Context: an optimization exercise on an open-source flow, tuned for small area. The choices shown serve that exercise and are no tape-out recipe.
In this exercise RTL edits were held to simulation tests only and were not proved equivalent to the original.
Power and IR drop assume default switching activity.

wip/quartz:
Design RockPaperScissor, start of the top module:
module RockPaperScissor(
	input        MAX10_CLK1_50,
	input        reset,
	output [7:0] HEX0,
	output [7:0] HEX1,
	output [7:0] HEX2,
	output [7:0] HEX3,
	output [7:0] HEX4,
	output [7:0] HEX5,
	input  [1:0] KEY,
	output [9:0] LEDR,
	input  [9:0] SW
);
Settings: LEC_CHECK=0, ABC_AREA=1, CAP_MARGIN=20, CORE_MARGIN=2, CORE_UTILIZATION=30, PLACE_DENSITY=0.6, SLEW_MARGIN=20; clock period 5.0 ns.
standard.sh (not shown) runs the stock make flow with config.mk's settings and CLKGATE_MAP_FILE= SYNTH_SCRIPT=/design/flow/synth_recipe.tcl, a recipe that flattens the netlist after the stock synthesis.
==> flow/flow/run.sh <==
#!/bin/bash
# Layout flow: the standard flow (standard.sh) with its synthesis unchanged, then
#  1. the combinational logic of the synthesised netlist mapped again by ABC for area
#     (flip-flops kept as they are, same cells and names);
#  2. the rest of the standard flow from that netlist, with port buffers of
#     sky130_fd_sc_hd__buf_1 (the default picks clkdlybuf4s50_1) and a clock tree
#     without dummy loads.
#  3. one tie cell for all constant outputs (SKIP_REPAIR_TIE_FANOUT), not one per output.
# Every port but a constant output still gets its buffer; the clock reaches every register through buffers.
# Each tool's output goes to a log file of its own in this folder.
set -euo pipefail
WORK=$(pwd)
R=$WORK/orfs/results/$FLOW_PLATFORM/RockPaperScissor/base
LIB=$FLOW_HOME/platforms/sky130hd/lib/sky130_fd_sc_hd__tt_025C_1v80.lib
YOSYS=$FLOW_HOME/../tools/install/yosys/bin/yosys
export SKIP_REPAIR_TIE_FANOUT=1
export BUFFER_PORTS_ARGS="-buffer_cell sky130_fd_sc_hd__buf_1"
export CTS_ARGS="-sink_clustering_enable -repair_clock_nets -dont_use_dummy_load"

# 1. standard synthesis
bash standard.sh synth > flow_synth.log 2>&1
cp $R/1_2_yosys.v $WORK/synth_standard.v

# 2. map the combinational logic again
mkdir -p $WORK/remap
python3 $WORK/flow/mkmodels.py $LIB $WORK/remap > $WORK/remap/mkmodels.log 2>&1
# the platform's don't-use cells
DU="-dont_use sky130_fd_sc_hd__probe_p_8 -dont_use sky130_fd_sc_hd__probec_p_8 -dont_use sky130_fd_sc_hd__lpflow_bleeder_1 -dont_use sky130_fd_sc_hd__lpflow_clkbufkapwr_1 -dont_use sky130_fd_sc_hd__lpflow_clkbufkapwr_16 -dont_use sky130_fd_sc_hd__lpflow_clkbufkapwr_2 -dont_use sky130_fd_sc_hd__lpflow_clkbufkapwr_4 -dont_use sky130_fd_sc_hd__lpflow_clkbufkapwr_8 -dont_use sky130_fd_sc_hd__lpflow_clkinvkapwr_1 -dont_use sky130_fd_sc_hd__lpflow_clkinvkapwr_16 -dont_use sky130_fd_sc_hd__lpflow_clkinvkapwr_2 -dont_use sky130_fd_sc_hd__lpflow_clkinvkapwr_4 -dont_use sky130_fd_sc_hd__lpflow_clkinvkapwr_8 -dont_use sky130_fd_sc_hd__lpflow_decapkapwr_12 -dont_use sky130_fd_sc_hd__lpflow_decapkapwr_3 -dont_use sky130_fd_sc_hd__lpflow_decapkapwr_4 -dont_use sky130_fd_sc_hd__lpflow_decapkapwr_6 -dont_use sky130_fd_sc_hd__lpflow_decapkapwr_8 -dont_use sky130_fd_sc_hd__lpflow_inputiso0n_1 -dont_use sky130_fd_sc_hd__lpflow_inputiso0p_1 -dont_use sky130_fd_sc_hd__lpflow_inputiso1n_1 -dont_use sky130_fd_sc_hd__lpflow_inputiso1p_1 -dont_use sky130_fd_sc_hd__lpflow_inputisolatch_1 -dont_use sky130_fd_sc_hd__lpflow_isobufsrc_1 -dont_use sky130_fd_sc_hd__lpflow_isobufsrc_16 -dont_use sky130_fd_sc_hd__lpflow_isobufsrc_2 -dont_use sky130_fd_sc_hd__lpflow_isobufsrc_4 -dont_use sky130_fd_sc_hd__lpflow_isobufsrc_8 -dont_use sky130_fd_sc_hd__lpflow_isobufsrckapwr_16 -dont_use sky130_fd_sc_hd__lpflow_lsbuf_lh_hl_isowell_tap_1 -dont_use sky130_fd_sc_hd__lpflow_lsbuf_lh_hl_isowell_tap_2 -dont_use sky130_fd_sc_hd__lpflow_lsbuf_lh_hl_isowell_tap_4 -dont_use sky130_fd_sc_hd__lpflow_lsbuf_lh_isowell_4 -dont_use sky130_fd_sc_hd__lpflow_lsbuf_lh_isowell_tap_1 -dont_use sky130_fd_sc_hd__lpflow_lsbuf_lh_isowell_tap_2 -dont_use sky130_fd_sc_hd__lpflow_lsbuf_lh_isowell_tap_4"
$YOSYS -l $WORK/flow_remap.log -p "
read_verilog $WORK/remap/comb_models.v
read_verilog $WORK/remap/seq_models.v
read_verilog $WORK/synth_standard.v
hierarchy -top $FLOW_TOP
flatten
opt_clean -purge
techmap
opt -purge
abc -liberty $LIB $DU -script $WORK/flow/remap.abc
opt_clean -purge
hilomap -singleton -hicell sky130_fd_sc_hd__conb_1 HI -locell sky130_fd_sc_hd__conb_1 LO
opt_clean -purge
stat -liberty $LIB
write_verilog -noattr -nohex -nodec $WORK/remap/remapped.v
" > /dev/null
cp $WORK/remap/remapped.v $R/1_2_yosys.v

# 3. the rest of the standard flow from the new netlist
bash standard.sh do-1_synth > flow_synth_odb.log 2>&1
bash standard.sh > flow_layout.log 2>&1
==> flow/flow/remap.abc <==
strash
&get -n
&deepsyn -T 60
&put
dch -f
amap
topo
Other scripts of this flow, unchanged in this note and not shown: flow/flow/mkmodels.py
Here is what was changed in the inputs of wip/delta compared with wip/quartz.
diff --git a/flow/flow/run.sh b/flow/flow/run.sh
--- a/flow/flow/run.sh
+++ b/flow/flow/run.sh
@@ -3,0 +4,2 @@
+#     (deep AIG optimisation from eight seeds, keeping the smallest result whose
+#     delay estimate leaves margin),
@@ -29 +31,5 @@
-$YOSYS -l $WORK/flow_remap.log -p "
+# ABC script: deep AIG optimisation with seed $1, then area mapping ($2 = map command)
+remap() {
+  local tag=$1 seed=$2 mapcmd=$3
+  printf 'strash\n&get -n\n&deepsyn -T 30 -S %s\n&put\ndch -f\n%s\ntopo\nstime -p\n' "$seed" "$mapcmd" > $WORK/remap/$tag.abc
+  $YOSYS -l $WORK/remap/$tag.log -p "
@@ -38 +44 @@
-abc -liberty $LIB $DU -script $WORK/flow/remap.abc
+abc -liberty $LIB $DU -script $WORK/remap/$tag.abc
@@ -42,2 +48,2 @@
-stat -liberty $LIB
-write_verilog -noattr -nohex -nodec $WORK/remap/remapped.v
+tee -o $WORK/remap/$tag.stat stat -liberty $LIB
+write_verilog -noattr -nohex -nodec $WORK/remap/$tag.v
@@ -44,0 +51,23 @@
+}
+# eight seeds, four at a time; keep the smallest netlist whose ABC delay estimate is at
+# most 2400 ps (the clock period is 5 ns, with 1 ns input and output delays)
+for s in 1 2 3 4 5 6 7 8; do
+  remap s$s $s amap &
+  if (( s % 4 == 0 )); then wait; fi
+done
+wait
+best=""; best_area=""
+for s in 1 2 3 4 5 6 7 8; do
+  area=$(sed -n "s/.*Chip area for module .* \([0-9.]*\)$/\1/p" $WORK/remap/s$s.stat | tail -1 || true)
+  delay=$(grep -o "Delay = *[0-9.]* ps" $WORK/remap/s$s.log | tail -1 | grep -o "[0-9.]*" | head -1 || true)
+  echo "seed $s area $area delay $delay" >> $WORK/flow_remap.log
+  if [[ -n "$area" && -n "$delay" ]] && awk "BEGIN{exit !($delay <= 2400)}"; then
+    if [[ -z "$best" ]] || awk "BEGIN{exit !($area < $best_area)}"; then best=s$s; best_area=$area; fi
+  fi
+done
+if [[ -z "$best" ]]; then
+  remap fallback 1 "map -D 1800"
+  best=fallback
+fi
+echo "chosen $best" >> $WORK/flow_remap.log
+cp $WORK/remap/$best.v $WORK/remap/remapped.v
removed: flow/flow/remap.abc
Findings:
- No stage failed in wip/delta, and the final checks on the layout all came back clean.
- Share of power burned in registers: wip/delta < wip/quartz
- Diff wip/delta and wip/quartz: non-clock buffer area fraction after layout higher in wip/delta
- wip/quartz → wip/delta: setup slack of the worst register-to-register path lower; global-route usage roughly the same; global-route track usage on met1 roughly the same.
> inputs changed (wip/delta -> wip/indigo)
Settings: a change of SLEW_MARGIN from 20 to 0; a change of CAP_MARGIN from 20 to 0.
## What came out
Having completed the whole flow, wip/indigo delivered a layout that passed the timing, design-rule and antenna checks. Between wip/delta and wip/indigo, internal power component decreased. Compared wip/indigo against wip/delta; synthesized cell area within noise. From wip/delta to wip/indigo the numbers moved as follows: die area saw little to no change; portion of the clock cycle consumed by the worst path in the final layout saw a decrease; number of ordinary and repair buffers in the finished layout lower.
Input changes introduced in wip/raven (baseline for comparison: wip/indigo):
Settings: CORE_UTILIZATION changed from 30 to 35; CAP_MARGIN changed from 0 to 20; SLEW_MARGIN changed from 0 to 20.
diff --git a/flow/flow/run.sh b/flow/flow/run.sh
--- a/flow/flow/run.sh
+++ b/flow/flow/run.sh
@@ -4,2 +3,0 @@
-#     (deep AIG optimisation from eight seeds, keeping the smallest result whose
-#     delay estimate leaves margin),
@@ -31,5 +29 @@
-# ABC script: deep AIG optimisation with seed $1, then area mapping ($2 = map command)
-remap() {
-  local tag=$1 seed=$2 mapcmd=$3
-  printf 'strash\n&get -n\n&deepsyn -T 30 -S %s\n&put\ndch -f\n%s\ntopo\nstime -p\n' "$seed" "$mapcmd" > $WORK/remap/$tag.abc
-  $YOSYS -l $WORK/remap/$tag.log -p "
+$YOSYS -l $WORK/flow_remap.log -p "
@@ -44 +38 @@
-abc -liberty $LIB $DU -script $WORK/remap/$tag.abc
+abc -liberty $LIB $DU -script $WORK/flow/remap.abc
@@ -48,2 +42,2 @@
-tee -o $WORK/remap/$tag.stat stat -liberty $LIB
-write_verilog -noattr -nohex -nodec $WORK/remap/$tag.v
+stat -liberty $LIB
+write_verilog -noattr -nohex -nodec $WORK/remap/remapped.v
@@ -51,23 +44,0 @@
-}
-# eight seeds, four at a time; keep the smallest netlist whose ABC delay estimate is at
-# most 2400 ps (the clock period is 5 ns, with 1 ns input and output delays)
-for s in 1 2 3 4 5 6 7 8; do
-  remap s$s $s amap &
-  if (( s % 4 == 0 )); then wait; fi
-done
-wait
-best=""; best_area=""
-for s in 1 2 3 4 5 6 7 8; do
-  area=$(sed -n "s/.*Chip area for module .* \([0-9.]*\)$/\1/p" $WORK/remap/s$s.stat | tail -1 || true)
-  delay=$(grep -o "Delay = *[0-9.]* ps" $WORK/remap/s$s.log | tail -1 | grep -o "[0-9.]*" | head -1 || true)
-  echo "seed $s area $area delay $delay" >> $WORK/flow_remap.log
-  if [[ -n "$area" && -n "$delay" ]] && awk "BEGIN{exit !($delay <= 2400)}"; then
-    if [[ -z "$best" ]] || awk "BEGIN{exit !($area < $best_area)}"; then best=s$s; best_area=$area; fi
-  fi
-done
-if [[ -z "$best" ]]; then
-  remap fallback 1 "map -D 1800"
-  best=fallback
-fi
-echo "chosen $best" >> $WORK/flow_remap.log
-cp $WORK/remap/$best.v $WORK/remap/remapped.v
==> flow/flow/remap.abc (new file) <==
strash
&get -n
&deepsyn -T 60
&put
dch -f
amap
topo
==> summary.txt <==
When wip/raven is measured against wip/indigo, its depth of the most critical reg-to-reg path turns out 2 higher.
wip/raven vs wip/indigo — final worst slack dropped 0.19 ns.
wip/indigo → wip/raven: share of cell area taken by flip-flops and latches moved down; total power shows a reduction of about 0.8%; cell area after synthesis shows an increase of 31 sq um.

==> afterwards: timing with drivers on the ports <==
In the flow no input, the clock included, has a driving cell. The finished layouts below were timed again as built, in two steps. Step 1 assumes that a clkbuf_16 drives the clock port and a buf_2 every other input. Step 2 moves the port delays by t, midway between the first and last clock arrival at a register: inputs arrive t later, outputs are due t later. That takes back most of the time a late clock gives input paths. a / b / c = ideal / step 1 / step 2; a / b = the first two.
run	shift t [ns]	setup slack, ns	worst setup path at the end	slew at the worst register clock pin (ns)	cell pins on the clock port's net
wip/quartz	0.317	0.581 / 0.554 / 0.870	register to output	0.09 / 0.09	1
wip/delta	0.320	0.415 / 0.389 / 0.709	register to output	0.09 / 0.09	1
wip/indigo	0.324	0.683 / 0.657 / 0.981	register to output	0.09 / 0.09	1
wip/raven	0.316	0.494 / 0.466 / 0.782	register to output	0.08 / 0.08	1
After both steps every run listed still meets setup and hold.
